From an optimization exercise on the open Yosys and OpenROAD flow, aimed at small area; shortcuts taken in it are not production practice.
The RTL was checked by simulation tests, not by an equivalence proof against the original design.
No activity file was given, so power comes from the tool's default toggle rates.

==> design/flow/config.mk <==
export PLATFORM = sky130hd
export DESIGN_NAME = DUT
export DESIGN_NICKNAME = DUT
export VERILOG_FILES = /design/flow/design.v
export SDC_FILE = /design/flow/constraint.sdc
export NUM_CORES = 4
export LEC_CHECK = 0
export ABC_AREA = 1
export CAP_MARGIN = 0
export CORE_MARGIN = 2
export CORE_UTILIZATION = 60
export SLEW_MARGIN = 0
==> design/flow/constraint.sdc <==
create_clock -name core_clock -period 5.0 [get_ports {CLK}]
set_input_delay 1.0000 -clock core_clock [delete_from_list [all_inputs] [get_ports {CLK}]]
set_output_delay 1.0000 -clock core_clock [all_outputs]
set_load 0.01 [all_outputs]
==> design/flow/design.v <==
`timescale 1ns / 1ps
module ControlUnit(CLK, RST, START,
	IN_PRICE_CH, IN_MONEY, IN_PRICE_ADMIN, IN_PRICE_ADMIN_END, IN_MONEY_ENTER,
	KIND, NUM_ZERO, GE_PRICE, GE1000, GE500, GE100, GE50,
	OUT, COIN, SUB, IDX, PRICE, PSEL, UP, SUC);
input CLK, RST, START;
input IN_PRICE_CH;
input [0:1] IN_MONEY;
input IN_PRICE_ADMIN, IN_PRICE_ADMIN_END, IN_MONEY_ENTER;
input KIND, NUM_ZERO, GE_PRICE, GE1000, GE500, GE100, GE50;
output [0:22] OUT;
output COIN, SUB, PRICE, PSEL, UP, SUC;
output [1:0] IDX;
reg [4:0] st;
wire [1:0] ix = st[1:0];
wire g0 = ~st[4] & ~st[3] & ~st[2];
wire gx = ~st[4] & ~st[3] & st[2];
wire gc = ~st[4] & st[3] & ~st[2];
wire gr = ~st[4] & st[3] & st[2];
wire gj = st[4] & ~st[3];
wire gp = st[4] & st[3];
wire s_idle   = g0 & (ix == 2'd0);
wire s_start  = g0 & (ix == 2'd1);
wire s_admin  = g0 & (ix == 2'd2);
wire s_input  = g0 & (ix == 2'd3);
wire s_judge  = gx & ~ix[1] & ~ix[0];
wire s_return = gx & ix[0];
wire s_end    = gx & ix[1];
wire ok = ~NUM_ZERO & GE_PRICE;
reg [4:0] nx;
always @* begin
	nx[4] = s_admin | (s_judge & ok) | (gj & ~ix[0]);
	nx[3] = s_admin | (s_input & ~IN_MONEY_ENTER) | (s_return & GE50);
	nx[2] = (s_input & IN_MONEY_ENTER) | (s_judge & ~ok) | (gj & ix[0]) | s_return | gr;
	nx[1] = s_start | (s_admin & KIND) | (gp & ~IN_PRICE_ADMIN_END) |
		(s_input & ~IN_MONEY_ENTER & IN_MONEY[0]) | gc | (s_judge & ok & KIND) |
		(gj & ~ix[0] & ix[1]) | (s_return & (GE500 | ~GE50));
	nx[0] = (s_idle & START) | (s_start & ~IN_PRICE_ADMIN) | (s_admin & IN_PRICE_CH) |
		(gp & IN_PRICE_ADMIN_END) | (s_input & ~IN_MONEY_ENTER & IN_MONEY[1]) | gc |
		(s_judge & ~ok) | (gj & ~ix[0]) | (s_return & (GE1000 | (GE100 & ~GE500))) | gr;
end
always @(posedge CLK) begin
	if(RST)	st <= 5'd0;
	else		st <= nx;
end
assign OUT[0]  = s_idle;
assign OUT[1]  = s_start;
assign OUT[2]  = s_admin;
assign OUT[3]  = gp & (ix == 2'd0);
assign OUT[4]  = gp & (ix == 2'd1);
assign OUT[5]  = gp & (ix == 2'd2);
assign OUT[6]  = gp & (ix == 2'd3);
assign OUT[7]  = s_input;
assign OUT[8]  = gc & (ix == 2'd0);
assign OUT[9]  = gc & (ix == 2'd1);
assign OUT[10] = gc & (ix == 2'd2);
assign OUT[11] = gc & (ix == 2'd3);
assign OUT[12] = s_judge;
assign OUT[13] = gj & (ix == 2'd0);
assign OUT[14] = gj & (ix == 2'd1);
assign OUT[15] = gj & (ix == 2'd2);
assign OUT[16] = gj & (ix == 2'd3);
assign OUT[17] = s_return;
assign OUT[18] = gr & (ix == 2'd3);
assign OUT[19] = gr & (ix == 2'd2);
assign OUT[20] = gr & (ix == 2'd1);
assign OUT[21] = gr & (ix == 2'd0);
assign OUT[22] = s_end;
assign COIN  = ~st[4] & st[3];
assign SUB   = st[2];
assign IDX   = ix;
assign PRICE = gp;
assign PSEL  = ix[1];
assign UP    = ix[0];
assign SUC   = gj & ix[0];
endmodule
`timescale 1ns / 1ps
module MONEY_REG(CLK, RST, CLR, COIN, SUB, IDX, PRICE, PSEL, UP, SUC,
	Q0, Q1, KIND, M, SUM, GE_PRICE, GE1000, GE500, GE100, GE50);
input CLK, RST, CLR;
input COIN, SUB, PRICE, PSEL, UP, SUC;
input [1:0] IDX;
input [13:0] Q0, Q1;
input KIND;
output reg [14:0] M;
output [14:0] SUM;
output GE_PRICE, GE1000, GE500, GE100, GE50;
wire sel1 = PRICE ? PSEL : KIND;
wire [13:0] qs = sel1 ? Q1 : Q0;
wire [1:0] ci = PRICE ? 2'd1 : IDX;
reg [14:0] csize;
always @* begin
	case(ci)
		2'd0:		csize = 15'd25;
		2'd1:		csize = 15'd50;
		2'd2:		csize = 15'd250;
		default:	csize = 15'd500;
	endcase
end
wire [14:0] a = M | ({15{PRICE}} & {qs, 1'b0});
wire use_c = COIN | PRICE;
wire neg = COIN ? SUB : (PRICE ? ~UP : 1'b1);
wire [14:0] b = (use_c ? csize : {qs, 1'b0}) ^ {15{neg}};
wire [15:0] c;
assign c[0] = neg;
genvar i;
generate for(i = 0; i < 15; i = i + 1) begin : rca
	assign SUM[i] = a[i] ^ b[i] ^ c[i];
	assign c[i+1] = (a[i] & b[i]) | (c[i] & (a[i] ^ b[i]));
end endgenerate
assign GE_PRICE = c[15];	 
always @(posedge CLK) begin
	if(RST | CLR)			M <= 15'd0;
	else if(COIN | SUC)	M <= SUM;
end
assign GE1000 = (|M[14:9]) | (M[8] & M[7] & M[6] & M[5] & M[4] & (M[3] | M[2]));
assign GE500  = (|M[14:8]) | (M[7] & M[6] & M[5] & M[4] & M[3] & (M[2] | M[1]));
assign GE100  = (|M[14:6]) | (M[5] & M[4] & (M[3] | M[2] | M[1]));
assign GE50   = (|M[14:5]) | (M[4] & M[3] & (M[2] | M[1] | M[0]));
endmodule
`timescale 1ns / 1ps
module PRICE_REG(CLK, LOAD, SAVE, IN, Q);
input CLK;
input LOAD, SAVE;
input [13:0] IN;
output reg [13:0] Q;
always @(posedge CLK) begin
	if(LOAD)			Q <= 14'd50;
	else if(SAVE)	Q <= IN;
end
endmodule
`timescale 1ns / 1ps
module JUICE_NUM_REG(CLK, IN, SAVE, DEC, RST, OUT
    );
input CLK;
input [0:2] IN;
input SAVE, DEC, RST;
output reg [0:2] OUT;
always @(posedge CLK) begin
	if(RST) 			OUT <= 0;
	else if(SAVE)	OUT <= IN;
	else if(DEC)	OUT <= OUT - 1;
end
endmodule
`timescale 1ns / 1ps
module JUICE_KIND_REG(CLK, IN, SAVE, RST, OUT
    );
input CLK, IN, SAVE, RST;
output reg OUT;
always @(posedge CLK) begin
	if(RST) OUT <= 0;
	else if(SAVE) OUT <= IN;
end
endmodule
`timescale 1ns / 1ps
module DUT( RST,
				START,
				CLK,
				IN_MONEY,
				IN_PRICE_CH,
				IN_KIND,
				IN_NUM,
				IN_PRICE_ADMIN,
				IN_PRICE_ADMIN_END,
				IN_MONEY_ENTER,
				OUT_MONEY,
				OUT_JUICE0_MADE,
				OUT_JUICE1_MADE,
				END,
				OUT_1000WON,
				OUT_500WON,
				OUT_100WON,
				OUT_50WON,
				OUT_JUICE0_PRICE,
				OUT_JUICE1_PRICE,
				OUT_CU_SIGNAL
    );
input RST, START, CLK;
input [0:1] IN_MONEY;
input IN_PRICE_CH, IN_KIND;
input [0:2] IN_NUM;
input IN_PRICE_ADMIN, IN_PRICE_ADMIN_END, IN_MONEY_ENTER;
output [0:15] OUT_MONEY;
output OUT_JUICE0_MADE, OUT_JUICE1_MADE, END;
output OUT_1000WON, OUT_500WON, OUT_100WON, OUT_50WON;
output [0:15] OUT_JUICE0_PRICE;
output [0:15] OUT_JUICE1_PRICE;
output [0:22] OUT_CU_SIGNAL;
wire [14:0] m, sum;
wire [13:0] q0, q1;
wire [2:0] num;
wire kind;
wire [0:22] s;
wire coin, sub, price, psel, up, suc;
wire [1:0] idx;
wire ge_price, ge1000, ge500, ge100, ge50;
ControlUnit CU(.CLK(CLK), .RST(RST), .START(START),
	.IN_PRICE_CH(IN_PRICE_CH), .IN_MONEY(IN_MONEY), .IN_PRICE_ADMIN(IN_PRICE_ADMIN),
	.IN_PRICE_ADMIN_END(IN_PRICE_ADMIN_END), .IN_MONEY_ENTER(IN_MONEY_ENTER),
	.KIND(kind), .NUM_ZERO(num == 3'd0), .GE_PRICE(ge_price),
	.GE1000(ge1000), .GE500(ge500), .GE100(ge100), .GE50(ge50),
	.OUT(s), .COIN(coin), .SUB(sub), .IDX(idx), .PRICE(price), .PSEL(psel), .UP(up),
	.SUC(suc));
MONEY_REG money(.CLK(CLK), .RST(RST), .CLR(s[1]), .COIN(coin), .SUB(sub), .IDX(idx),
	.PRICE(price), .PSEL(psel), .UP(up), .SUC(suc), .Q0(q0), .Q1(q1), .KIND(kind),
	.M(m), .SUM(sum), .GE_PRICE(ge_price),
	.GE1000(ge1000), .GE500(ge500), .GE100(ge100), .GE50(ge50));
PRICE_REG price0(.CLK(CLK), .LOAD(RST | s[0]), .SAVE(price & ~psel), .IN(sum[14:1]), .Q(q0));
PRICE_REG price1(.CLK(CLK), .LOAD(RST | s[0]), .SAVE(price & psel), .IN(sum[14:1]), .Q(q1));
JUICE_NUM_REG juice_num(.CLK(CLK), .IN(IN_NUM), .SAVE(s[7]), .DEC(suc),
	.RST(RST | s[1]), .OUT(num));
JUICE_KIND_REG juice_kind(.CLK(CLK), .IN(IN_KIND), .SAVE(s[2] | s[7]), .RST(RST | s[1]),
	.OUT(kind));
assign OUT_CU_SIGNAL = s;
assign OUT_MONEY = {m, 1'b0};
assign OUT_JUICE0_PRICE = {q0, 2'b00};
assign OUT_JUICE1_PRICE = {q1, 2'b00};
assign OUT_JUICE0_MADE = s[14];
assign OUT_JUICE1_MADE = s[16];
assign END = s[0];
assign OUT_1000WON = s[18];
assign OUT_500WON = s[19];
assign OUT_100WON = s[20];
assign OUT_50WON = s[21];
endmodule
==> design/flow/flow/run.sh <==
#!/bin/bash
# Layout flow: the standard layout (standard.sh), with
#  - synthesis mapped by abc with an area-oriented script (flow/abc.script);
#    registers are made exactly as in the standard synthesis;
#  - full/half adders left to abc as plain gates (no fa/ha cells);
#  - the input and output ports buffered with the platform's smallest buffer;
#  - clock tree synthesis without dummy loads.
# Each tool's full output goes to ORFS's own per-step logs under orfs/logs;
# make's output goes to make.log here.
set -euo pipefail
here=$(pwd)
export FLOW_ABC_SCRIPT="$here/flow/abc.script"
export BUFFER_PORTS_ARGS="-buffer_cell sky130_fd_sc_hd__buf_1"
export CTS_ARGS="-sink_clustering_enable -repair_clock_nets -dont_use_dummy_load"
bash standard.sh ADDER_MAP_FILE= SYNTH_SCRIPT="$here/flow/synth.tcl" finish > make.log 2>&1
==> design/flow/flow/abc.script <==
strash
dc2
dch
amap
topo
stime -c
buffer -c
upsize -c
dnsize -c
==> design/flow/flow/synth.tcl <==
# The standard flow's synthesis script (synth_recipe.tcl), with abc run on abc.script
# (area-oriented standard-cell mapping) in place of ORFS's own abc script.
proc synth {args} { yosys synth -nofsm -noshare {*}$args }
if {[llength [info commands abc]]} { rename abc __yosys_abc }
proc abc {args} {
  set i [lsearch -exact $args -script]
  if {$i >= 0} { lset args [expr {$i + 1}] $::env(FLOW_ABC_SCRIPT) }
  yosys abc {*}$args
}
source $::env(SCRIPTS_DIR)/synth.tcl
# left out here: clear keep_hierarchy, flatten, clean up, hide names made inside functions, write 1_2_yosys.v
==> design/flow/standard.sh <==
#!/bin/bash
# synth_recipe.tcl (not shown) runs the flow's synth.tcl, then flattens the netlist and writes it again
# the make line also repeats each setting of config.mk as NAME=value (left out here)
make -C /OpenROAD-flow-scripts/flow DESIGN_CONFIG=/design/flow/config.mk WORK_HOME=/design/flow/orfs CLKGATE_MAP_FILE= SYNTH_SCRIPT=/design/flow/synth_recipe.tcl "${@:-finish}"
==> results of run 1 <==
## worst paths after layout
kind | to | slack (ns) | from
setup / recovery | CU.st[0] | 0.42 | CU.st[4]
hold / removal | money.M[12] | 0.51 | money.M[12]
setup reg to reg | CU.st[0] | 0.42 | CU.st[4]
hold reg to reg | money.M[12] | 0.51 | money.M[12]
## repair_timing
item,in CTS,in global routing
hold buffers,0,0
endpoints found under the setup margin,0,13
buffers inserted,0,3
gates resized for setup,0,7
## kinds of logic (layout without fill, tap and decap cells)
kind of cell	Yosys count	in the layout	share of synthesized area, %
other	1	5	0.120
buffers and inverters	67	132	10.5
flip-flops	52	52	33.4
AND/OR/NAND/NOR	202	202	28.0
AO/OA/AOI/OAI	134	134	28.0
## synthesized netlist by cell type (3+ instances only)
cell | number | area [um^2]
a22o_1 | 3 | 26.3
o21a_1 | 23 | 173
o21ai_1 | 5 | 25.0
nand2_1 | 48 | 180
nand2_2 | 14 | 87.6
a31oi_1 | 6 | 37.5
o21ai_0 | 34 | 170
a21oi_1 | 23 | 115
inv_2 | 4 | 15.0
inv_1 | 24 | 90.1
o221a_2 | 5 | 56.3
o21ai_2 | 4 | 35.0
buf_4 | 19 | 143
dfxtp_1 | 52 | 1040
o22ai_1 | 15 | 93.8
nor2_1 | 99 | 372
nor3_1 | 29 | 145
nand3_1 | 3 | 15.0
nand4_1 | 3 | 18.8
clkbuf_1 | 15 | 56.3
## routing by layer
layer  up-vias  global-route usage [%]
li1       1681                       -
met1      1570                    42.6
met2       197                    54.1
met3        25                    4.38
met4         0                    11.5
met5         -                       0
## sequential cells by signal (all words and copies together) (netlist names)
name and cells:
price0.Q 14, juice_kind.OUT 1, money.M 15, CU.st 5
price1.Q 14, juice_num.OUT 3
## report_power, final
part / internal [mW] / switching [mW]
clock: 0.0908 / 0.132
sequential: 0.465 / 0.0487
combinational: 0.431 / 0.884
total: 0.987 / 1.07
## stage by stage
stage,instances,power (mW)
after detailed placement,587,1.78
after floorplan,460,1.49
after CTS,592,2.00
after global routing,595,2.19
after global placement,587,1.77
final,595,2.05
## cell usage in the layout (no fill, tap or decap), types with 3 or more instances in the layout
cell | Yosys | final
a21oi_1 | 23 | 23
a22o_1 | 3 | 3
a31oi_1 | 6 | 6
buf_1 | 1 | 85
buf_4 | 19 | 9
clkbuf_8 | 0 | 5
conb_1 | 1 | 5
dfxtp_1 | 52 | 50
inv_1 | 24 | 24
inv_4 | 2 | 4
nand2_1 | 48 | 48
nand2_2 | 14 | 14
nand3_1 | 3 | 3
nand4_1 | 3 | 3
nor2_1 | 99 | 99
nor3_1 | 29 | 29
o21a_1 | 23 | 23
o21ai_0 | 34 | 34
o21ai_1 | 5 | 5
o21ai_2 | 4 | 4
o221a_2 | 5 | 5
o22ai_1 | 15 | 14
## layout make-up
| type | count | area share [%] |
|---|---|---|
| clock buffer | 5 | 1.97 |
| inverter | 32 | 3.72 |
| multi-input combinational | 341 | 50.6 |
| sequential | 52 | 29.8 |
| tap | 70 | 2.50 |
| timing repair buffer | 95 | 11.4 |
## worst register-to-register path: cells and delay by family (launching register included)
kind | cells | cell delay, ns
simple gates | 28 | 2.51
flops | 1 | 0.36
buf+inv | 4 | 0.49
compound gates | 11 | 1.14
==> impl_metrics.py, run 1 <==
metrics = {
    "critical_path": {
        "ff2ff_path_depth": 43,
        "cp.arrival_ns": 4.81,
        "cp_num_buf_inv": 4,
        "cp_num_cells": 43,
        "cp_top_family": "simple AND/OR/NAND/NOR gates",
        "worstPathMaxFanout": 20,
        "critPathKind": "register to register",
        "required_ns": 5.23,
        "cpMostUsedCell": "nand2_2",
        "crit_slowest_cell": "dfxtp_2",
        "cp-start-kind": "register",
        "max_stage_delay_ns": 0.36,
        "end_kind": "register",
    },
    "floorplan": {
        "dieArea_um2": 5790,
        "die_height_um": 76.1,
        "rows": 26,
        "io_pins": 91,
        "initial_core_util_pct": 61.5,
        "die_w_um": 76.1,
        "coreArea_um2": 5070,
    },
    "pwr": {
        "ir_drop_v": 0.000294,
        "leakage_nw": 1.27,
        "p_per_area_nw_per_um2": 586,
    },
    "place": {
        "pre_cts_ws_ns": 0.0799,
        "port_buffers": 85,
        "placed_area_um2": 3390,
        "hpwl_um": 7250,
        "gp_congestion": 1.04,
    },
    "clock_tree": {
        "insertion_delay_ns": 0.30,
        "htree_levels": 2,
        "clk_path_buf_depth": 2,
        "clk_pin_slew_worst_paths_ns": 0.09,
        "cts_root_buf": "clkbuf_8",
        "cts_tree": "built",
        "numCtsBuffers": 5,
        "cts.sinks": 52,
    },
    "logic_synthesis": {
        "yosysWarnings": 5,
        "ys_seq_elements": 52,
        "synthFlopType": "dfxtp_1",
        "synth_area_um2": 3120,
        "syn_inst": 456,
        "synth_area_per_cell_um2": 6.84,
        "yosysSeqAreaShare_pct": 33.4,
        "async_flop_share_pct": 0,
        "ys_types": 41,
        "synth_edf_count": 0,
    },
    "route": {
        "routed_wl_um": 9520,
        "dr_total_vias": 3473,
        "ant_nets": 0,
        "drt_iter0_markers": 311,
        "remaining_drc_errors": 0,
        "first_pass_iters": 5,
        "route.met2.wl_um": 4310,
        "wl_met3_um": 876,
        "routed.top_layer": "met4",
        "routed_via_density": 5.84,
        "m1WireLength_um": 4050,
        "routedWlPerCell_um": 16.0,
    },
    "final_layout": {
        "fin_nets": 540,
        "fill_cells": 474,
        "drive_gt1_share_pct": 10.5,
        "n_antenna_cell": 0,
        "area_growth_pct": 12.2,
        "seq_area_um2": 1040,
        "design_area_um2": 3500,
        "finish.utilization_pct": 69.0,
        "multi_input_area_um2": 1770,
    },
    "timing": {
        "period_minus_slack_ns": 4.58,
        "setup_viol": 0,
        "maxSlewHeadroom_pct": 42.2,
        "finalMaxSlewViolations": 0,
        "finalHoldViolCount": 0,
        "worst_pin_slew_ns": 0.863,
        "max_freq_mhz": 218,
        "fin_hold_ws_ns": 0.515,
        "setup_slack_ns": 0.419,
        "skew_ns": 0.0121,
        "fin_tns_setup_ns": 0,
        "finalCritPeriodShare_pct": 91.6,
        "rsz0062_at_grt": "no",
    },
    "worst_hold_path": {
        "hold-path-cell-count": 2,
        "hold_path.class": "register to register",
    },
    "grt": {
        "grt_overflow_total": 0,
        "grt_pass1_wl_um": 15100,
        "antenna_found_initial": 0,
        "grt_pass1_vias": 3028,
        "grt.total_usage_pct": 32.2,
        "grt_start_max_net_pins": 29,
    },
    "flow_run": {
        "max_cap_viol_count": 0,
    },
    "status": {
        "outcome": "timing/DRC/antenna clean",
    },
}
==> run 2: changes to the inputs <==
--- a/design/flow/design.v
+++ b/design/flow/design.v
@@ -1,15 +1,16 @@
 `timescale 1ns / 1ps
 module ControlUnit(CLK, RST, START,
-	IN_PRICE_CH, IN_MONEY, IN_PRICE_ADMIN, IN_PRICE_ADMIN_END, IN_MONEY_ENTER,
+	IN_KIND, IN_PRICE_CH, IN_MONEY, IN_PRICE_ADMIN, IN_PRICE_ADMIN_END, IN_MONEY_ENTER,
 	KIND, NUM_ZERO, GE_PRICE, GE1000, GE500, GE100, GE50,
-	OUT, COIN, SUB, IDX, PRICE, PSEL, UP, SUC);
+	OUT, COIN, SUB, IDX, PRICE, UP, SUC, KSAVE, KIN);
 input CLK, RST, START;
 input IN_PRICE_CH;
 input [0:1] IN_MONEY;
 input IN_PRICE_ADMIN, IN_PRICE_ADMIN_END, IN_MONEY_ENTER;
+input IN_KIND;
 input KIND, NUM_ZERO, GE_PRICE, GE1000, GE500, GE100, GE50;
 output [0:22] OUT;
-output COIN, SUB, PRICE, PSEL, UP, SUC;
+output COIN, SUB, PRICE, UP, SUC, KSAVE, KIN;
 output [1:0] IDX;
 reg [4:0] st;
 wire [1:0] ix = st[1:0];
@@ -32,7 +33,7 @@
 	nx[4] = s_admin | (s_judge & ok) | (gj & ~ix[0]);
 	nx[3] = s_admin | (s_input & ~IN_MONEY_ENTER) | (s_return & GE50);
 	nx[2] = (s_input & IN_MONEY_ENTER) | (s_judge & ~ok) | (gj & ix[0]) | s_return | gr;
-	nx[1] = s_start | (s_admin & KIND) | (gp & ~IN_PRICE_ADMIN_END) |
+	nx[1] = s_start | (s_admin & IN_KIND) | (gp & ~IN_PRICE_ADMIN_END) |
 		(s_input & ~IN_MONEY_ENTER & IN_MONEY[0]) | gc | (s_judge & ok & KIND) |
 		(gj & ~ix[0] & ix[1]) | (s_return & (GE500 | ~GE50));
 	nx[0] = (s_idle & START) | (s_start & ~IN_PRICE_ADMIN) | (s_admin & IN_PRICE_CH) |
@@ -46,10 +47,10 @@
 assign OUT[0]  = s_idle;
 assign OUT[1]  = s_start;
 assign OUT[2]  = s_admin;
-assign OUT[3]  = gp & (ix == 2'd0);
-assign OUT[4]  = gp & (ix == 2'd1);
-assign OUT[5]  = gp & (ix == 2'd2);
-assign OUT[6]  = gp & (ix == 2'd3);
+assign OUT[3]  = gp & ~KIND & ~ix[0];
+assign OUT[4]  = gp & ~KIND & ix[0];
+assign OUT[5]  = gp & KIND & ~ix[0];
+assign OUT[6]  = gp & KIND & ix[0];
 assign OUT[7]  = s_input;
 assign OUT[8]  = gc & (ix == 2'd0);
 assign OUT[9]  = gc & (ix == 2'd1);
@@ -70,23 +71,23 @@
 assign SUB   = st[2];
 assign IDX   = ix;
 assign PRICE = gp;
-assign PSEL  = ix[1];
 assign UP    = ix[0];
 assign SUC   = gj & ix[0];
-endmodule
-`timescale 1ns / 1ps
-module MONEY_REG(CLK, RST, CLR, COIN, SUB, IDX, PRICE, PSEL, UP, SUC,
+assign KSAVE = gp;
+assign KIN   = ix[1];
+endmodule
+`timescale 1ns / 1ps
+module MONEY_REG(CLK, RST, CLR, COIN, SUB, IDX, PRICE, UP, SUC,
 	Q0, Q1, KIND, M, SUM, GE_PRICE, GE1000, GE500, GE100, GE50);
 input CLK, RST, CLR;
-input COIN, SUB, PRICE, PSEL, UP, SUC;
+input COIN, SUB, PRICE, UP, SUC;
 input [1:0] IDX;
 input [13:0] Q0, Q1;
 input KIND;
 output reg [14:0] M;
 output [14:0] SUM;
 output GE_PRICE, GE1000, GE500, GE100, GE50;
-wire sel1 = PRICE ? PSEL : KIND;
-wire [13:0] qs = sel1 ? Q1 : Q0;
+wire [13:0] qs = KIND ? Q1 : Q0;
 wire [1:0] ci = PRICE ? 2'd1 : IDX;
 reg [14:0] csize;
 always @* begin
@@ -191,26 +192,26 @@
 wire [2:0] num;
 wire kind;
 wire [0:22] s;
-wire coin, sub, price, psel, up, suc;
+wire coin, sub, price, up, suc, ksave, kin;
 wire [1:0] idx;
 wire ge_price, ge1000, ge500, ge100, ge50;
 ControlUnit CU(.CLK(CLK), .RST(RST), .START(START),
-	.IN_PRICE_CH(IN_PRICE_CH), .IN_MONEY(IN_MONEY), .IN_PRICE_ADMIN(IN_PRICE_ADMIN),
+	.IN_KIND(IN_KIND), .IN_PRICE_CH(IN_PRICE_CH), .IN_MONEY(IN_MONEY), .IN_PRICE_ADMIN(IN_PRICE_ADMIN),
 	.IN_PRICE_ADMIN_END(IN_PRICE_ADMIN_END), .IN_MONEY_ENTER(IN_MONEY_ENTER),
 	.KIND(kind), .NUM_ZERO(num == 3'd0), .GE_PRICE(ge_price),
 	.GE1000(ge1000), .GE500(ge500), .GE100(ge100), .GE50(ge50),
-	.OUT(s), .COIN(coin), .SUB(sub), .IDX(idx), .PRICE(price), .PSEL(psel), .UP(up),
-	.SUC(suc));
+	.OUT(s), .COIN(coin), .SUB(sub), .IDX(idx), .PRICE(price), .UP(up),
+	.SUC(suc), .KSAVE(ksave), .KIN(kin));
 MONEY_REG money(.CLK(CLK), .RST(RST), .CLR(s[1]), .COIN(coin), .SUB(sub), .IDX(idx),
-	.PRICE(price), .PSEL(psel), .UP(up), .SUC(suc), .Q0(q0), .Q1(q1), .KIND(kind),
+	.PRICE(price), .UP(up), .SUC(suc), .Q0(q0), .Q1(q1), .KIND(kind),
 	.M(m), .SUM(sum), .GE_PRICE(ge_price),
 	.GE1000(ge1000), .GE500(ge500), .GE100(ge100), .GE50(ge50));
-PRICE_REG price0(.CLK(CLK), .LOAD(RST | s[0]), .SAVE(price & ~psel), .IN(sum[14:1]), .Q(q0));
-PRICE_REG price1(.CLK(CLK), .LOAD(RST | s[0]), .SAVE(price & psel), .IN(sum[14:1]), .Q(q1));
+PRICE_REG price0(.CLK(CLK), .LOAD(RST | s[0]), .SAVE(price & ~kind), .IN(sum[14:1]), .Q(q0));
+PRICE_REG price1(.CLK(CLK), .LOAD(RST | s[0]), .SAVE(price & kind), .IN(sum[14:1]), .Q(q1));
 JUICE_NUM_REG juice_num(.CLK(CLK), .IN(IN_NUM), .SAVE(s[7]), .DEC(suc),
 	.RST(RST | s[1]), .OUT(num));
-JUICE_KIND_REG juice_kind(.CLK(CLK), .IN(IN_KIND), .SAVE(s[2] | s[7]), .RST(RST | s[1]),
-	.OUT(kind));
+JUICE_KIND_REG juice_kind(.CLK(CLK), .IN(ksave ? kin : IN_KIND), .SAVE(s[7] | ksave),
+	.RST(RST | s[1]), .OUT(kind));
 assign OUT_CU_SIGNAL = s;
 assign OUT_MONEY = {m, 1'b0};
 assign OUT_JUICE0_PRICE = {q0, 2'b00};
==> design/flow/flow/abc.script (replaced) <==
strash
dc2
dch
amap
topo
stime -c
upsize -c
dnsize -c
==> run 2 against run 1 <==
  * Still clean on timing, DRC and antenna
  * Flip-flop and latch count is the same
  * Total power increased by 1.2%
  * Sequential power grew 5.6%
  * Final area decreased by 0.89%
  * Core utilization increased by 3.0 points
  * Register-to-register slack improved by 0.05 ns
  * Clock power is essentially flat
  * Critical path type unchanged
  * Largest cell class unchanged
  * Largest power group unchanged
==> impl_metrics.py, run 2 <==
metrics = {
    "final_layout": {
        "fill_cells": 435,
        "mostFrequentLayoutCell": "nor2_1",
        "top_regs": "money.M x15, price0.Q x14, price1.Q x14",
        "regMostFlops": "money.M",
        "layout_common_cells": "95 x nor2_1, 85 x buf_1, 51 x dfxtp_1, 37 x o21ai_0, 28 x nand2_1",
        "fin_nets": 528,
        "seq_area_um2": 1040,
        "largest_reg_flops": 15,
        "multi_input_area_um2": 1770,
        "n_antenna_cell": 0,
        "fin_cells": 580,
        "area_growth_pct": 13.5,
        "drive_gt1_share_pct": 10.9,
    },
    "route": {
        "routedWlPerCell_um": 15.9,
        "first_pass_iters": 6,
        "ant_nets": 0,
        "remaining_drc_errors": 0,
        "routed_wl_um": 9220,
        "drt_iter0_markers": 260,
        "dr_total_vias": 3449,
        "routed_via_density": 5.95,
    },
    "logic_synthesis": {
        "ys_seq_elements": 52,
        "synth_edf_count": 0,
        "synth-adder-area-share_pct": 0,
        "synth.top_cells.by_area": "dfxtp_1 34%, nor2_1 12%, o21ai_0 6.1%",
        "synth_xor_area_share_pct": 0,
        "synth_top_area_share_pct": 34.1,
        "syn_inst": 429,
        "yosysWarnings": 5,
        "ys_types": 43,
        "synth_mux_area_share_pct": 0,
        "synthMostInstantiatedCell": "nor2_1",
        "synth-compound-area-share_pct": 28.4,
        "synth_area_um2": 3060,
        "ys_top_cells_by_count": "95 x nor2_1, 52 x dfxtp_1, 37 x o21ai_0",
        "async_flop_share_pct": 0,
        "yosysSeqAreaShare_pct": 34.1,
        "synthFlopType": "dfxtp_1",
        "synth_top_family_by_area": "simple AND/OR/NAND/NOR gates",
        "yosys.area.top_type": "dfxtp_1",
        "synthSimpleGateAreaFrac_pct": 28.7,
        "synth_area_per_cell_um2": 7.13,
    },
    "critical_path": {
        "rrSetupSlack_ns": 0.46,
        "cp-start-kind": "register",
        "critPathKind": "register to register",
        "cp.arrival_ns": 4.75,
        "ff2ff_path_depth": 42,
        "worstPathMaxFanout": 19,
        "required_ns": 5.21,
        "max_stage_delay_ns": 0.39,
        "worstReg2RegEnd": "CU.st[1]",
        "crit_slowest_cell": "dfxtp_2",
        "cpMostUsedCell": "nand2_2",
        "end_kind": "register",
        "r2r_start": "CU.st[3]",
    },
    "clock_tree": {
        "clk_pin_slew_worst_paths_ns": 0.09,
        "clk_path_buf_depth": 2,
        "cts_tree": "built",
        "numCtsBuffers": 5,
        "cts_root_buf": "clkbuf_8",
        "hold_buffers": 0,
        "cts.sinks": 52,
        "cts.repair_timing.setup_buffer_count": 0,
        "htree_levels": 2,
        "insertion_delay_ns": 0.31,
    },
    "timing": {
        "setup_viol": 0,
        "skew_ns": 0.0327,
        "finalCritPeriodShare_pct": 90.7,
        "rsz0062_at_grt": "no",
        "worst_pin_slew_ns": 0.525,
        "maxSlewHeadroom_pct": 65.0,
        "max_freq_mhz": 220,
        "finalHoldViolCount": 0,
        "period_minus_slack_ns": 4.54,
        "finalMaxSlewViolations": 0,
        "fin_tns_setup_ns": 0,
    },
    "pwr": {
        "ir_drop_v": 0.000356,
        "p_per_area_nw_per_um2": 599,
        "leakage_nw": 1.20,
        "power.total_mw": 2.08,
    },
    "place": {
        "gp_congestion": 1.01,
        "hpwl_um": 6950,
        "port_buffers": 85,
        "dp_cells": 575,
    },
    "worst_hold_path": {
        "hold_path.class": "register to register",
        "min-delay-start": "money.M[10]",
        "hold-path-cell-count": 2,
        "hold-path-endpoint": "money.M[10]",
    },
    "floorplan": {
        "io_pins": 91,
        "rows": 25,
        "dieArea_um2": 5680,
        "coreArea_um2": 4820,
        "die_height_um": 75.4,
        "initial_core_util_pct": 63.5,
        "die_w_um": 75.4,
    },
    "grt": {
        "grt.total_usage_pct": 33.1,
        "grt_pass1_wl_um": 14300,
        "grt_start_max_net_pins": 23,
        "grt_pass1_vias": 3012,
        "grt_overflow_total": 0,
        "antenna_found_initial": 0,
    },
    "flow_run": {
        "max_cap_viol_count": 0,
    },
    "status": {
        "outcome": "timing/DRC/antenna clean",
    },
}
## run 2: cell types whose count changed after synthesis, sizes merged, moves of 3 or more
| cell | change |
|---|---|
| clkinv | +23 |
| inv | -23 |
| clkbuf | -15 |
| nand2 | -11 |
| a221oi | +4 |
| a22o | -3 |
| or2 | +3 |
## run 2: kinds of logic after synthesis
logic type,count (synthesis)
other,1
flip-flops,52
buffers and inverters,50
AO/OA/AOI/OAI,134
AND/OR/NAND/NOR,192
## run 2: report_power, final
part           switching [mW]  internal, mW  total [mW]
clock network           0.131        0.0908       0.222
logic                   0.870         0.442        1.31
registers              0.0710         0.472       0.543
total                    1.07          1.01        2.08
## run 2: how the worst max path moves through the flow
stage	end	depth (start not counted)	slack (ns)	startpoint
2_1_floorplan	CU.st[1]	42	0.93	CU.st[3]
3_3_place_gp	CU.st[1]	42	0.67	CU.st[3]
3_5_place_dp	CU.st[1]	42	0.48	CU.st[3]
4_1_cts	CU.st[1]	42	0.43	CU.st[3]
5_1_grt	CU.st[2]	42	0.03	CU.st[3]
6_report	CU.st[1]	42	0.46	CU.st[3]
## run 2: critical path, delay by kind of cell (launching register included)
kind	cells	cell delay, ns
buffers and inverters	2	0.32
DFF	1	0.39
and+or+nand+nor	31	2.87
AOI/OAI and AO/OA	9	0.90
## run 2: timing repair
| item | CTS | global route |
|---|---|---|
| endpoints found under the setup margin | 0 | 3 |
| endpoints found under the hold margin | 0 | 0 |
| gates resized for setup | 0 | 1 |
## run 2: per-stage QoR
stage	instance area (um^2)	worst slack (ns)	hold slack, ns	util (%)
6_report	3470	0.464	0.489	72.0
5_1_grt	3470	0.0323	0.522	72.0
4_1_cts	3470	0.434	0.487	72.0
3_5_place_dp	3400	0.485	0.474	70.6
3_3_place_gp	3400	0.665	0.468	70.6
2_1_floorplan	3070	0.933	0.457	-
## run 2: area by class of cell
| cell class | count | share of cell area, % |
|---|---|---|
| Multi-Input combinational cell | 331 | 50.9 |
| Inverter | 32 | 3.71 |
| Clock buffer | 5 | 1.98 |
| Sequential cell | 52 | 30.0 |
| Tap cell | 67 | 2.42 |
| Timing Repair Buffer | 93 | 10.9 |
## run 2: metal layers
layer / share of wire, % / global-route usage [%]
met5: 0 / 0
met4: 2.7 / 10.9
met3: 9.0 / 6.08
met2: 46 / 55.4
met1: 42 / 43.3
==> run 3: changes to the inputs <==
==> design/flow/flow/abc.script (replaced) <==
strash
dc2
dch
amap -A 8 -F 2
topo
stime -c
buffer -c
upsize -c
dnsize -c
==> run 3 against run 2 <==
  * Clock-buffer cell count did not move
  * Total power rose by 9.8%
  * Final area rose by 4.8%
  * Die area fell by 1.4%
  * Via count fell by 0.41%
  * Sequential share of layout area fell by 1.3 points
  * Combinational power rose by 15%
  * Synthesized area fell by 1.5%
  * Final cell count fell by 2.8%
  * Fmax fell by 6.9%
  * Critical endpoint unchanged
==> impl_metrics.py, run 3 <==
metrics = {
    "status": {
        "outcome": "timing/DRC/antenna clean",
    },
    "timing": {
        "rsz0062_at_grt": "yes",
        "finalHoldViolCount": 0,
        "max_freq_mhz": 205,
        "finalMaxSlewViolations": 0,
        "setup_viol": 0,
        "worst_pin_slew_ns": 1.19,
        "period_minus_slack_ns": 4.87,
        "fin_hold_ws_ns": 0.519,
        "maxSlewHeadroom_pct": 20.3,
        "finalCritPeriodShare_pct": 97.4,
        "skew_ns": 0.00916,
        "setup_slack_ns": 0.130,
        "fin_tns_setup_ns": 0,
    },
    "clock_tree": {
        "cts_root_buf": "clkbuf_8",
        "cts.sinks": 52,
        "numCtsBuffers": 5,
        "cts_tree": "built",
        "insertion_delay_ns": 0.31,
        "clk_pin_slew_worst_paths_ns": 0.09,
        "htree_levels": 2,
        "clk_path_buf_depth": 2,
    },
    "final_layout": {
        "regMostFlops": "money.M",
        "top_regs": "money.M x15, price0.Q x14, price1.Q x14",
        "fin_nets": 512,
        "design_area_um2": 3640,
        "layout_common_cells": "85 x buf_1, 74 x nor2_1, 50 x dfxtp_1, 36 x o21ai_0, 32 x a21oi_1",
        "n_antenna_cell": 0,
        "fill_cells": 401,
        "drive_gt1_share_pct": 21.1,
        "largest_reg_flops": 15,
        "area_growth_pct": 20.8,
        "mostFrequentLayoutCell": "buf_1",
        "finish.utilization_pct": 76.0,
    },
    "logic_synthesis": {
        "synth-compound-area-share_pct": 35.8,
        "ys_types": 41,
        "synth.top_cells.by_area": "dfxtp_1 35%, nor2_1 10%, o221a_2 10%",
        "synth_area_um2": 3010,
        "synth_area_per_cell_um2": 7.41,
        "ys_seq_elements": 52,
        "async_flop_share_pct": 0,
        "yosysWarnings": 5,
        "yosys.area.top_type": "dfxtp_1",
        "synth-adder-area-share_pct": 0,
        "synth_mux_area_share_pct": 0,
        "yosysSeqAreaShare_pct": 34.6,
        "synth_edf_count": 0,
        "synthMostInstantiatedCell": "nor2_1",
        "ys_top_cells_by_count": "84 x nor2_1, 52 x dfxtp_1, 36 x o21ai_0",
        "syn_inst": 406,
        "synthSimpleGateAreaFrac_pct": 18.2,
        "synthFlopType": "dfxtp_1",
        "synth_top_family_by_area": "compound AO/OA/AOI/OAI gates",
        "synth_xor_area_share_pct": 0.291,
        "synth_top_area_share_pct": 34.6,
    },
    "critical_path": {
        "end_kind": "register",
        "max_stage_delay_ns": 0.36,
        "cpMostUsedCell": "nor2_2",
        "critPathKind": "register to register",
        "worstPathMaxFanout": 6,
        "cp-start-kind": "register",
        "required_ns": 5.24,
        "crit_slowest_cell": "dfxtp_2",
        "cp.arrival_ns": 5.11,
    },
    "place": {
        "port_buffers": 85,
        "hpwl_um": 6770,
        "placed_area_um2": 3400,
        "pre_cts_ws_ns": -0.113,
        "gp_congestion": 1.04,
    },
    "pwr": {
        "p_seq_share_pct": 24.2,
        "combPwrFrac_pct": 65.8,
        "p_clk_share_pct": 9.9,
        "p_int_mw": 1.08,
        "switching_share_pct": 52.7,
        "leakage_nw": 1.41,
        "ir_drop_v": 0.000289,
        "p_sw_mw": 1.20,
        "p_per_area_nw_per_um2": 627,
    },
    "floorplan": {
        "io_pins": 91,
        "rows": 25,
        "dieArea_um2": 5600,
        "die_height_um": 74.8,
        "initial_core_util_pct": 62.9,
        "die_w_um": 74.8,
        "coreArea_um2": 4790,
    },
    "grt": {
        "grt_pass1_vias": 2744,
        "grt_overflow_total": 0,
        "grt_pass1_wl_um": 13800,
        "grt_start_max_net_pins": 29,
        "antenna_found_initial": 0,
        "grt.total_usage_pct": 32.4,
    },
    "worst_hold_path": {
        "hold_path.class": "register to register",
    },
    "route": {
        "routed_via_density": 6.09,
        "routed_wl_um": 9370,
        "dr_total_vias": 3435,
        "drt_iter0_markers": 289,
        "ant_nets": 0,
        "first_pass_iters": 5,
        "routedWlPerCell_um": 16.6,
        "remaining_drc_errors": 0,
    },
    "flow_run": {
        "max_cap_viol_count": 0,
    },
}
==> run 3: cell count changes after synthesis, sizes merged, moves of 5 or more <==
cell    previous run  this run
a221oi             6         1
o221a              5        28
clkbuf             0        14
nand2             51        21
a21oi             25        37
o21a              22         1
o221ai             0         6
inv                7        35
a21o               0         9
clkinv            25         1
nor3              27         4
==> run 3: power groups by stage <==
stage | combinational, mW | clock (mW) | sequential (mW)
2_1_floorplan | 0.949 | 0 | 0.550
3_3_place_gp | 1.30 | 0 | 0.552
3_5_place_dp | 1.33 | 0 | 0.552
4_1_cts | 1.34 | 0.226 | 0.543
5_1_grt | 1.63 | 0.239 | 0.557
6_report | 1.50 | 0.226 | 0.553
==> run 3: logic make-up after synthesis <==
logic type	after synthesis
AOI/OAI and AO/OA	153
and+or+nand+nor	130
buffers and inverters	69
DFF	52
xor gates and xnor gates	1
other	1
==> run 3: critical path, delay by kind of cell (launching register included) <==
kind	cells	cell delay, ns
simple gates	23	2.64
buf+inv	2	0.19
flops	1	0.36
compound gates	14	1.64
==> run 3: area by class of cell <==
class                           instances  area [um^2]  share of cell area [%]
Multi-Input combinational cell        289         1740                    47.7
Tap cell                               67         83.8                    2.30
Clock buffer                            5         68.8                    1.89
Timing Repair Buffer                  115          561                    15.4
Inverter                               36          143                    3.92
Sequential cell                        52         1050                    28.8
==> run 3: final timing paths <==
path | slack [ns] | from | to | cells past startpoint
max | 0.13 | CU.st[3] | CU.st[1] | 39
max reg2reg | 0.13 | CU.st[3] | CU.st[1] | 39
min | 0.52 | money.M[14] | money.M[14] | 2
min reg2reg | 0.52 | money.M[14] | money.M[14] | 2
==> run 3: metrics by stage <==
step / cells / power (mW)
final: 564 / 2.28
after global routing: 564 / 2.43
after CTS: 555 / 2.11
after detailed placement: 549 / 1.88
after global placement: 549 / 1.85
after floorplan: 410 / 1.50
==> run 3: what timing repair did <==
item / in CTS / in global routing
setup endpoints to repair: 2 / 10
hold buffers: 0 / 0
pin swaps: 6 / 25
buffers inserted: 1 / 9
gates resized for setup: 5 / 22
==> run 3: metal layers <==
metal	vias up	routed length [um]	part of all wire (%)	global-route usage (%)
li1	1619	-	-	-
met2	243	4290	46	48.3
met3	23	894	9.5	4.02
met1	1550	4010	43	48.2
met5	-	0	0	0
met4	0	172	1.8	11.3
==> run 4: changes to the inputs <==
==> design/flow/flow/abc.script (replaced) <==
strash
dc2
dch
amap
topo
stime -c
buffer -c
upsize -c -D 3500
dnsize -c -D 3500
==> run 4 against run 3 <==
  * Combinational power shrank 14%
  * First-iteration DRC count decreased by 2.1%
  * Critical path type unchanged
  * Flip-flop and latch count unchanged
  * Die area up 3.1%
==> impl_metrics.py, run 4 <==
metrics = {
    "logic_synthesis": {
        "ys_seq_elements": 52,
        "synth_edf_count": 0,
        "synthFlopType": "dfxtp_1",
        "synthMostInstantiatedCell": "nor2_1",
        "synth_area_per_cell_um2": 6.97,
        "syn_inst": 446,
        "ys_types": 43,
        "yosysWarnings": 5,
        "async_flop_share_pct": 0,
        "ys_top_cells_by_count": "97 x nor2_1, 52 x dfxtp_1, 38 x o21ai_0",
        "yosysSeqAreaShare_pct": 33.5,
        "synth.top_cells.by_area": "dfxtp_1 33%, nor2_1 12%, o21ai_0 6.1%",
        "yosys.area.top_type": "dfxtp_1",
        "synth_top_area_share_pct": 33.5,
        "synth_area_um2": 3110,
    },
    "timing": {
        "skew_ns": 0.0242,
        "setup_viol": 0,
        "finalCritPeriodShare_pct": 91.3,
        "finalMaxSlewViolations": 0,
        "worst_pin_slew_ns": 0.541,
        "fin_tns_setup_ns": 0,
        "period_minus_slack_ns": 4.57,
        "finalHoldViolCount": 0,
        "maxSlewHeadroom_pct": 64.0,
        "max_freq_mhz": 219,
        "rsz0062_at_grt": "no",
    },
    "route": {
        "routed_wl_um": 8910,
        "ant_nets": 0,
        "routed_via_density": 5.81,
        "first_pass_iters": 5,
        "drt_iter0_markers": 283,
        "routedWlPerCell_um": 15.3,
        "dr_total_vias": 3384,
        "remaining_drc_errors": 0,
    },
    "clock_tree": {
        "clk_path_buf_depth": 2,
        "cts.sinks": 52,
        "cts_tree": "built",
        "insertion_delay_ns": 0.31,
        "numCtsBuffers": 5,
        "cts_root_buf": "clkbuf_8",
        "clk_pin_slew_worst_paths_ns": 0.10,
        "htree_levels": 2,
    },
    "grt": {
        "grt_pass1_wl_um": 14500,
        "met1_usage_pct": 41.5,
        "grt_pass1_vias": 3031,
        "met3_usage_pct": 5.81,
        "grt_overflow_total": 0,
        "gr-usage-met2_pct": 49.6,
        "grt.total_usage_pct": 30.9,
        "antenna_found_initial": 0,
        "top_usage_layer": "met2",
        "grt_start_max_net_pins": 29,
    },
    "final_layout": {
        "mostFrequentLayoutCell": "nor2_1",
        "top_regs": "money.M x15, price0.Q x14, price1.Q x14",
        "largest_reg_flops": 15,
        "layout_common_cells": "97 x nor2_1, 85 x buf_1, 51 x dfxtp_1, 38 x o21ai_0",
        "regMostFlops": "money.M",
        "fill_cells": 476,
        "drive_gt1_share_pct": 12.7,
        "area_growth_pct": 11.1,
        "fin_cells": 582,
        "fin_nets": 527,
        "n_antenna_cell": 0,
    },
    "pwr": {
        "power.total_mw": 2.05,
        "leakage_nw": 1.21,
        "ir_drop_v": 0.000309,
        "p_per_area_nw_per_um2": 594,
    },
    "floorplan": {
        "die_height_um": 76.0,
        "io_pins": 91,
        "rows": 26,
        "die_w_um": 76.0,
        "initial_core_util_pct": 61.7,
        "coreArea_um2": 5040,
        "dieArea_um2": 5770,
    },
    "critical_path": {
        "cp.arrival_ns": 4.78,
        "cpMostUsedCell": "nand2_2",
        "critPathKind": "register to register",
        "crit_slowest_cell": "dfxtp_1",
        "r2r_start": "juice_kind.OUT",
        "crit_start": "juice_kind.OUT",
        "worstPathMaxFanout": 16,
        "end_kind": "register",
        "required_ns": 5.21,
        "cp-start-kind": "register",
        "max_stage_delay_ns": 0.60,
    },
    "status": {
        "outcome": "timing/DRC/antenna clean",
    },
    "flow_run": {
        "max_cap_viol_count": 0,
    },
    "place": {
        "hpwl_um": 6820,
        "gp_congestion": 1.03,
        "port_buffers": 85,
        "dp_cells": 577,
    },
    "worst_hold_path": {
        "hold_path.class": "register to register",
        "min-delay-start": "price0.Q[5]",
    },
}
[run 4: worst paths after layout]
kind	endpoint	slack, ns	cells after the start
max	CU.st[1]	0.43	38
min	price0.Q[5]	0.50	2
max reg2reg	CU.st[1]	0.43	38
min reg2reg	price0.Q[5]	0.50	2
[run 4: logic make-up (layout without fill, tap and decap cells)]
kind of cell,after synthesis,in the layout,synth area share (%)
and+or+nand+nor,192,192,27.6
AOI/OAI and AO/OA,134,134,28.0
buffers and inverters,67,129,10.8
DFF,52,52,33.5
other,1,5,0.121
[run 4: repair_timing]
action | in CTS | in global routing
resized for setup | 0 | 2
hold buffers | 0 | 0
setup buffers | 0 | 0
hold endpoints to repair | 0 | 0
endpoints found under the setup margin | 0 | 4
[run 4: power by group]
group / internal (mW) / switching [mW]
combinational: 0.438 / 0.856
clock: 0.0907 / 0.129
sequential: 0.472 / 0.0645
total: 1.00 / 1.05
[run 4: routing by layer]
layer	part of all wire [%]	up-vias
met3	9.0	22
met4	2.5	0
met1	44	1551
met2	45	165
met5	0	-
li1	-	1646
[run 4: final cells by class]
type / instances / area (um^2) / area share, %
Clock buffer: 5 / 68.8 / 1.99
Inverter: 32 / 128 / 3.70
Multi-Input combinational cell: 331 / 1760 / 50.8
Sequential cell: 52 / 1040 / 30.2
Tap cell: 70 / 87.6 / 2.54
Timing Repair Buffer: 92 / 372 / 10.8
[run 4: worst max-delay path, delay by kind of cell (launching register included)]
family	cells	cell delay [ns]
AO/OA/AOI/OAI	8	1.14
buffers and inverters	1	0.26
flip-flops	1	0.60
AND/OR/NAND/NOR	29	2.47
[run 4: per-stage QoR]
| stage | area, um^2 | setup WS [ns] | util (%) | hold WS [ns] |
|---|---|---|---|---|
| final | 3450 | 0.433 | 68.5 | 0.500 |
| after global routing | 3450 | 0.0134 | 68.5 | 0.534 |
| after CTS | 3440 | 0.234 | 68.3 | 0.508 |
| after detailed placement | 3380 | 0.288 | 66.9 | 0.485 |
| after global placement | 3380 | 0.452 | 66.9 | 0.477 |
| after floorplan | 3120 | 1.06 | - | 0.455 |
==> run 5: changes to the inputs <==
==> design/flow/flow/abc.script (replaced) <==
strash
dc2
dch
amap
topo
stime -c
buffer -c
upsize -c -D 4500
dnsize -c -D 4500
==> run 5 against run 4 <==
  * Die area decreased by 3.6%
  * Critical path type unchanged
  * Sequential power about the same
  * Largest cell class unchanged
  * Still clean
  * Synthesized cell count unchanged
==> impl_metrics.py, run 5 <==
metrics = {
    "pwr": {
        "p_seq_share_pct": 26.2,
        "switching_share_pct": 50.6,
        "p_clk_share_pct": 10.7,
        "combPwrFrac_pct": 63.1,
        "ir_drop_v": 0.000289,
        "p_sw_mw": 1.04,
        "p_per_area_nw_per_um2": 594,
        "power.total_mw": 2.05,
        "p_int_mw": 1.01,
        "leakage_nw": 1.24,
    },
    "critical_path": {
        "r2r_start": "CU.st[3]",
        "cp_num_cells": 41,
        "endpoint": "CU.st[1]",
        "worstPathMaxFanout": 6,
        "max_stage_delay_ns": 0.32,
        "cpMostUsedCell": "nand2_1",
        "crit_slowest_cell": "dfxtp_1",
        "critPathKind": "register to register",
        "cp-start-kind": "register",
        "ff2ff_path_depth": 41,
        "cp_top_family": "simple AND/OR/NAND/NOR gates",
        "cp.arrival_ns": 4.71,
        "required_ns": 5.22,
        "cp_num_buf_inv": 2,
        "crit_start": "CU.st[3]",
        "worstReg2RegEnd": "CU.st[1]",
        "end_kind": "register",
        "rrSetupSlack_ns": 0.50,
    },
    "clock_tree": {
        "cts_tree": "built",
        "clk_path_buf_depth": 2,
        "numCtsBuffers": 5,
        "hold_buffers": 0,
        "cts_root_buf": "clkbuf_8",
        "cts.sinks": 52,
        "insertion_delay_ns": 0.31,
        "clk_pin_slew_worst_paths_ns": 0.08,
        "htree_levels": 2,
    },
    "floorplan": {
        "die_height_um": 74.6,
        "dieArea_um2": 5560,
        "coreArea_um2": 4750,
        "die_w_um": 74.6,
        "io_pins": 91,
        "initial_core_util_pct": 62.9,
        "rows": 25,
    },
    "logic_synthesis": {
        "synth_area_per_cell_um2": 6.70,
        "synth-adder-area-share_pct": 0,
        "synth_mux_area_share_pct": 0,
        "synth.top_cells.by_area": "dfxtp_1 35%, nor2_1 12%, o21ai_0 7.2%",
        "yosysSeqAreaShare_pct": 34.8,
        "syn_inst": 446,
        "synth_top_area_share_pct": 34.8,
        "ys_types": 33,
        "synth_area_um2": 2990,
        "synth_xor_area_share_pct": 0,
        "async_flop_share_pct": 0,
        "ys_top_cells_by_count": "99 x nor2_1, 52 x dfxtp_1, 51 x nand2_1",
        "yosys.area.top_type": "dfxtp_1",
        "synth-compound-area-share_pct": 28.0,
        "synth_top_family_by_area": "compound AO/OA/AOI/OAI gates",
        "ys_seq_elements": 52,
        "synthSimpleGateAreaFrac_pct": 26.3,
        "synthFlopType": "dfxtp_1",
        "synthMostInstantiatedCell": "nor2_1",
        "synth_edf_count": 0,
        "yosysWarnings": 5,
    },
    "flow_run": {
        "max_cap_viol_count": 0,
    },
    "final_layout": {
        "mostFrequentLayoutCell": "nor2_1",
        "fin_nets": 536,
        "top_regs": "money.M x15, price0.Q x14, price1.Q x14",
        "finish.utilization_pct": 72.6,
        "n_antenna_cell": 0,
        "regMostFlops": "money.M",
        "largest_reg_flops": 15,
        "fin_cells": 588,
        "area_growth_pct": 15.5,
        "layout_common_cells": "96 x nor2_1, 85 x buf_1, 50 x dfxtp_1, 49 x nand2_1, 40 x o21ai_0",
        "drive_gt1_share_pct": 9.60,
    },
    "route": {
        "routed_wl_um": 9210,
        "remaining_drc_errors": 0,
        "routedWlPerCell_um": 15.7,
        "dr_total_vias": 3475,
        "first_pass_iters": 6,
        "ant_nets": 0,
        "routed_via_density": 5.91,
        "drt_iter0_markers": 347,
    },
    "place": {
        "hpwl_um": 6860,
        "dp_cells": 576,
        "gp_congestion": 1.04,
        "port_buffers": 85,
    },
    "timing": {
        "max_freq_mhz": 222,
        "finalHoldViolCount": 0,
        "maxSlewHeadroom_pct": 45.2,
        "worst_pin_slew_ns": 0.818,
        "setup_viol": 0,
        "finalCritPeriodShare_pct": 89.9,
        "skew_ns": 0.0208,
        "period_minus_slack_ns": 4.50,
        "finalMaxSlewViolations": 0,
    },
    "grt": {
        "grt_pass1_vias": 2742,
        "grt_start_max_net_pins": 29,
        "grt_overflow_total": 0,
        "grt_pass1_wl_um": 13800,
        "antenna_found_initial": 0,
        "grt.total_usage_pct": 32.6,
        "met1_usage_pct": 46.5,
        "met3_usage_pct": 5.01,
        "gr-usage-met2_pct": 50.4,
        "top_usage_layer": "met2",
    },
    "worst_hold_path": {
        "hold_path.class": "register to register",
    },
    "status": {
        "outcome": "timing/DRC/antenna clean",
    },
}
==> run 5: power by group through the flow <==
stage / logic [mW] / registers, mW / clock network (mW)
2_1_floorplan: 0.885 / 0.536 / 0
3_3_place_gp: 1.18 / 0.538 / 0
3_5_place_dp: 1.19 / 0.539 / 0
4_1_cts: 1.19 / 0.529 / 0.222
5_1_grt: 1.43 / 0.544 / 0.233
6_report: 1.29 / 0.538 / 0.219
==> run 5: how the worst min path moves through the flow <==
stage / startpoint / to / depth (start not counted)
global route: price0.Q[3] / price0.Q[3] / 2
global placement: price0.Q[5] / price0.Q[5] / 2
floorplan: juice_num.OUT[2] / juice_num.OUT[2] / 2
detailed placement: price1.Q[5] / price1.Q[5] / 2
finish: price0.Q[1] / price0.Q[1] / 2
CTS: price1.Q[1] / price1.Q[1] / 2
==> run 5: worst reg2reg max path: cells and delay by family, from the launching register on <==
kind                   cells  cell delay, ns
AOI/OAI and AO/OA          9            0.91
and+or+nand+nor           30            2.93
DFF                        1            0.32
buffers and inverters      2            0.29
==> run 5: layer usage <==
metal  up-vias  part of all wire [%]
met5         -                     0
met4         0                   2.4
met3        30                   9.5
met2       220                    45
met1      1567                    43
li1       1658                     -
==> run 5: timing repair <==
action / in CTS / in global routing
resized for setup: 0 / 26
endpoints found under the hold margin: 0 / 0
endpoints found under the setup margin: 0 / 7
setup buffers: 0 / 7
==> run 5: cell type report <==
| cell class | count | area [um^2] |
|---|---|---|
| Clock buffer | 5 | 68.8 |
| Fill cell | 418 | 1300 |
| Inverter | 32 | 120 |
| Multi-Input combinational cell | 331 | 1690 |
| Sequential cell | 52 | 1040 |
| Tap cell | 67 | 83.8 |
| Timing Repair Buffer | 101 | 447 |
==> run 5: logic make-up (layout without fill, tap and decap cells) <==
kind of cell / Yosys count / in the layout
AND/OR/NAND/NOR: 192 / 192
other: 1 / 5
AO/OA/AOI/OAI: 134 / 134
flip-flops: 52 / 52
buffers and inverters: 67 / 138
==> run 5: per-stage QoR <==
stage	area, um^2	TNS (ns)	hold slack (ns)	setup WS (ns)
after global routing	3450	-0.0140	0.531	-0.0140
after global placement	3280	0	0.477	0.427
final	3450	0	0.507	0.505
after floorplan	3010	0	0.455	0.573
after detailed placement	3280	0	0.488	0.185
after CTS	3340	0	0.508	0.145
==> run 6: changes to the inputs <==
==> design/flow/flow/abc.script (replaced) <==
strash
dc2
dch
amap
topo
stime -c
upsize -c -D 4500
dnsize -c -D 4500
--- a/design/flow/config.mk
+++ b/design/flow/config.mk
@@ -9,4 +9,5 @@
 export CAP_MARGIN = 0
 export CORE_MARGIN = 2
 export CORE_UTILIZATION = 60
+export GPL_TIMING_DRIVEN = 0
 export SLEW_MARGIN = 0
==> run 6 against run 5 <==
  * Still clean
  * Final area grew 7.0%
  * Critical path depth did not move
  * Synthesized area down 2.1%
  * Clock-buffer cell count unchanged
  * Register-to-register slack got worse by 0.19 ns
  * Fmax down 4.1%
  * Die area shrank 1.9%
  * Sequential power rose by 3%
  * Critical endpoint unchanged
==> impl_metrics.py, run 6 <==
metrics = {
    "status": {
        "outcome": "timing/DRC/antenna clean",
    },
    "place": {
        "placed_area_um2": 3380,
        "gp_congestion": 0.913,
        "port_buffers": 85,
        "hpwl_um": 6390,
        "pre_cts_ws_ns": -0.643,
    },
    "final_layout": {
        "drive_gt1_share_pct": 14.2,
        "layout_common_cells": "96 x nor2_1, 85 x buf_1, 47 x dfxtp_1, 41 x nand2_1, 39 x o21ai_0",
        "fin_nets": 559,
        "n_antenna_cell": 0,
        "fill_cells": 370,
        "design_area_um2": 3690,
        "area_growth_pct": 26.1,
        "largest_reg_flops": 15,
        "regMostFlops": "money.M",
        "mostFrequentLayoutCell": "nor2_1",
        "top_regs": "money.M x15, price0.Q x14, price1.Q x14",
    },
    "critical_path": {
        "cp.arrival_ns": 4.92,
        "cp-start-kind": "register",
        "critPathKind": "register to register",
        "crit_start": "CU.st[3]",
        "crit_slowest_cell": "dfxtp_4",
        "r2r_start": "CU.st[3]",
        "worstPathMaxFanout": 7,
        "max_stage_delay_ns": 0.41,
        "required_ns": 5.23,
        "end_kind": "register",
        "cpMostUsedCell": "nand2_1",
    },
    "timing": {
        "period_minus_slack_ns": 4.69,
        "finalMaxSlewViolations": 0,
        "max_freq_mhz": 213,
        "worst_pin_slew_ns": 1.16,
        "setup_viol": 0,
        "skew_ns": 0.0120,
        "finalCritPeriodShare_pct": 93.7,
        "setup_slack_ns": 0.314,
        "maxSlewHeadroom_pct": 22.3,
        "finalHoldViolCount": 0,
    },
    "route": {
        "drt_iter0_markers": 336,
        "routed_wl_um": 9590,
        "dr_total_vias": 3602,
        "remaining_drc_errors": 0,
        "ant_nets": 0,
        "first_pass_iters": 5,
        "routedWlPerCell_um": 15.7,
        "routed_via_density": 5.90,
    },
    "floorplan": {
        "die_height_um": 73.9,
        "coreArea_um2": 4720,
        "dieArea_um2": 5460,
        "io_pins": 91,
        "initial_core_util_pct": 62.0,
        "rows": 25,
        "die_w_um": 73.9,
    },
    "logic_synthesis": {
        "synth_area_um2": 2930,
        "synthFlopType": "dfxtp_1",
        "synthMostInstantiatedCell": "nor2_1",
        "async_flop_share_pct": 0,
        "synth.top_cells.by_area": "dfxtp_1 36%, nor2_1 13%, o21ai_0 7.2%",
        "ys_seq_elements": 52,
        "yosysSeqAreaShare_pct": 35.5,
        "synth_area_per_cell_um2": 6.83,
        "ys_top_cells_by_count": "99 x nor2_1, 52 x dfxtp_1, 51 x nand2_1",
        "synth_top_area_share_pct": 35.5,
        "synth_edf_count": 0,
        "yosys.area.top_type": "dfxtp_1",
        "yosysWarnings": 5,
        "ys_types": 32,
        "syn_inst": 429,
    },
    "clock_tree": {
        "numCtsBuffers": 5,
        "clk_path_buf_depth": 2,
        "hold_buffers": 0,
        "insertion_delay_ns": 0.31,
        "cts_root_buf": "clkbuf_8",
        "htree_levels": 2,
        "clk_pin_slew_worst_paths_ns": 0.10,
        "cts_tree": "built",
        "cts.sinks": 52,
    },
    "pwr": {
        "ir_drop_v": 0.000350,
        "p_seq_share_pct": 25.7,
        "combPwrFrac_pct": 63.8,
        "leakage_nw": 1.34,
        "switching_share_pct": 49.6,
        "p_int_mw": 1.09,
        "p_per_area_nw_per_um2": 583,
        "p_clk_share_pct": 10.5,
        "p_sw_mw": 1.07,
    },
    "grt": {
        "antenna_found_initial": 0,
        "grt_pass1_vias": 3110,
        "grt_pass1_wl_um": 14600,
        "grt_overflow_total": 0,
        "grt_start_max_net_pins": 20,
        "grt.total_usage_pct": 34.7,
    },
    "worst_hold_path": {
        "hold_path.class": "register to register",
        "min-delay-start": "money.M[10]",
    },
    "flow_run": {
        "max_cap_viol_count": 0,
    },
}
==> run 6: cell types whose count changed after synthesis, moves of 2 or more <==
| cell | before | now |
|---|---|---|
| a31o_1 | 0 | 2 |
| a31o_2 | 2 | 0 |
| clkbuf_1 | 15 | 0 |
| clkinv_1 | 4 | 30 |
| inv_1 | 28 | 0 |
| inv_2 | 0 | 2 |
| o221a_1 | 0 | 5 |
| o221a_2 | 5 | 0 |
| or2_0 | 0 | 4 |
| or2_2 | 4 | 0 |
==> run 6: repair_timing <==
item / CTS / global route
buffers inserted: 5 / 14
resized for setup: 10 / 35
pin swaps: 0 / 10
setup endpoints to repair: 8 / 7
==> run 6: final timing paths <==
check | slack, ns | to | cells past startpoint
worst min register to register | 0.49 | money.M[10] | 2
worst max register to register | 0.31 | CU.st[1] | 41
worst min-delay path | 0.49 | money.M[10] | 2
worst max-delay path | 0.31 | CU.st[1] | 41
==> run 6: per-layer routing <==
| metal | GRT usage (%) | routed length (um) | vias up |
|---|---|---|---|
| met5 | 0 | 0 | - |
| met4 | 14.7 | 192 | 0 |
| met3 | 5.35 | 1020 | 24 |
| met2 | 58.9 | 4690 | 227 |
| met1 | 43.4 | 3680 | 1631 |
| li1 | - | - | 1720 |
==> run 6: stage by stage <==
stage          power [mW]  hold slack, ns  setup TNS [ns]  util (%)  instances
2_1_floorplan        1.40           0.457               0         -        433
3_3_place_gp         1.66           0.462           -1.71      70.9        585
3_5_place_dp         1.71           0.472           -2.56      71.5        587
4_1_cts              1.96           0.487               0      74.3        597
5_1_grt              2.29           0.519         -0.0719      78.2        611
6_report             2.15           0.486               0      78.2        611
==> run 6: power groups by stage <==
stage	sequential (mW)	clock, mW	combinational, mW
2_1_floorplan	0.546	0	0.852
3_3_place_gp	0.549	0	1.11
3_5_place_dp	0.551	0	1.16
4_1_cts	0.546	0.221	1.19
5_1_grt	0.559	0.238	1.50
6_report	0.553	0.227	1.37
==> run 6: cells by family after synthesis <==
logic type / Yosys count / synth area share (%)
compound gates: 134 / 28.7
buf+inv: 50 / 8.71
flops: 52 / 35.5
other cells: 1 / 0.128
simple gates: 192 / 26.9
==> run 6: area by class of cell <==
cell class / count / area (um^2) / area share, %
timing repair buffer: 106 / 492 / 13.3
inverter: 32 / 141 / 3.83
multi-input combinational: 331 / 1720 / 46.6
tap: 67 / 83.8 / 2.27
clock buffer: 5 / 68.8 / 1.86
sequential: 52 / 1050 / 28.5
buffer: 18 / 135 / 3.66
==> run 6: critical path, delay by kind of cell, from the launching register on <==
kind / cells / cell delay (ns)
AOI/OAI and AO/OA: 9 / 0.89
and+or+nand+nor: 30 / 3.15
DFF: 1 / 0.41
buffers and inverters: 2 / 0.14

-- port drivers added, routing unchanged --
In the flow no input, the clock included, has a driving cell. The finished layouts below were timed again as built, in two steps. Step 1: set_driving_cell puts a clkbuf_16 on CLK and a buf_2 on each other input, an assumption about the parent block. Step 2 times the ports against the registers' clock, not the clock port: input delays grow and output delays shrink by t, the midpoint of the rising clock arrivals with the driver on. a / b / c = ideal ports / drivers / drivers and shift; a / b = the first two.
run | t, ns | setup slack, ns | worst setup path at the end | latest minus earliest clock arrival (ns) | worst data-port slew with drivers (ns)
run 1 | 0.327 | 0.419 / 0.419 / 0.419 | register to register | 0.012 / 0.012 | 0.04
run 2 | 0.327 | 0.464 / 0.464 / 0.464 | register to register | 0.033 / 0.033 | 0.04
run 3 | 0.333 | 0.130 / 0.130 / 0.130 | register to register | 0.009 / 0.009 | 0.04
run 4 | 0.328 | 0.433 / 0.433 / 0.433 | register to register | 0.024 / 0.024 | 0.04
run 5 | 0.329 | 0.505 / 0.505 / 0.505 | register to register | 0.021 / 0.021 | 0.04
run 6 | 0.332 | 0.314 / 0.314 / 0.314 | register to register | 0.012 / 0.012 | 0.03
After both steps every run listed still meets setup and hold.
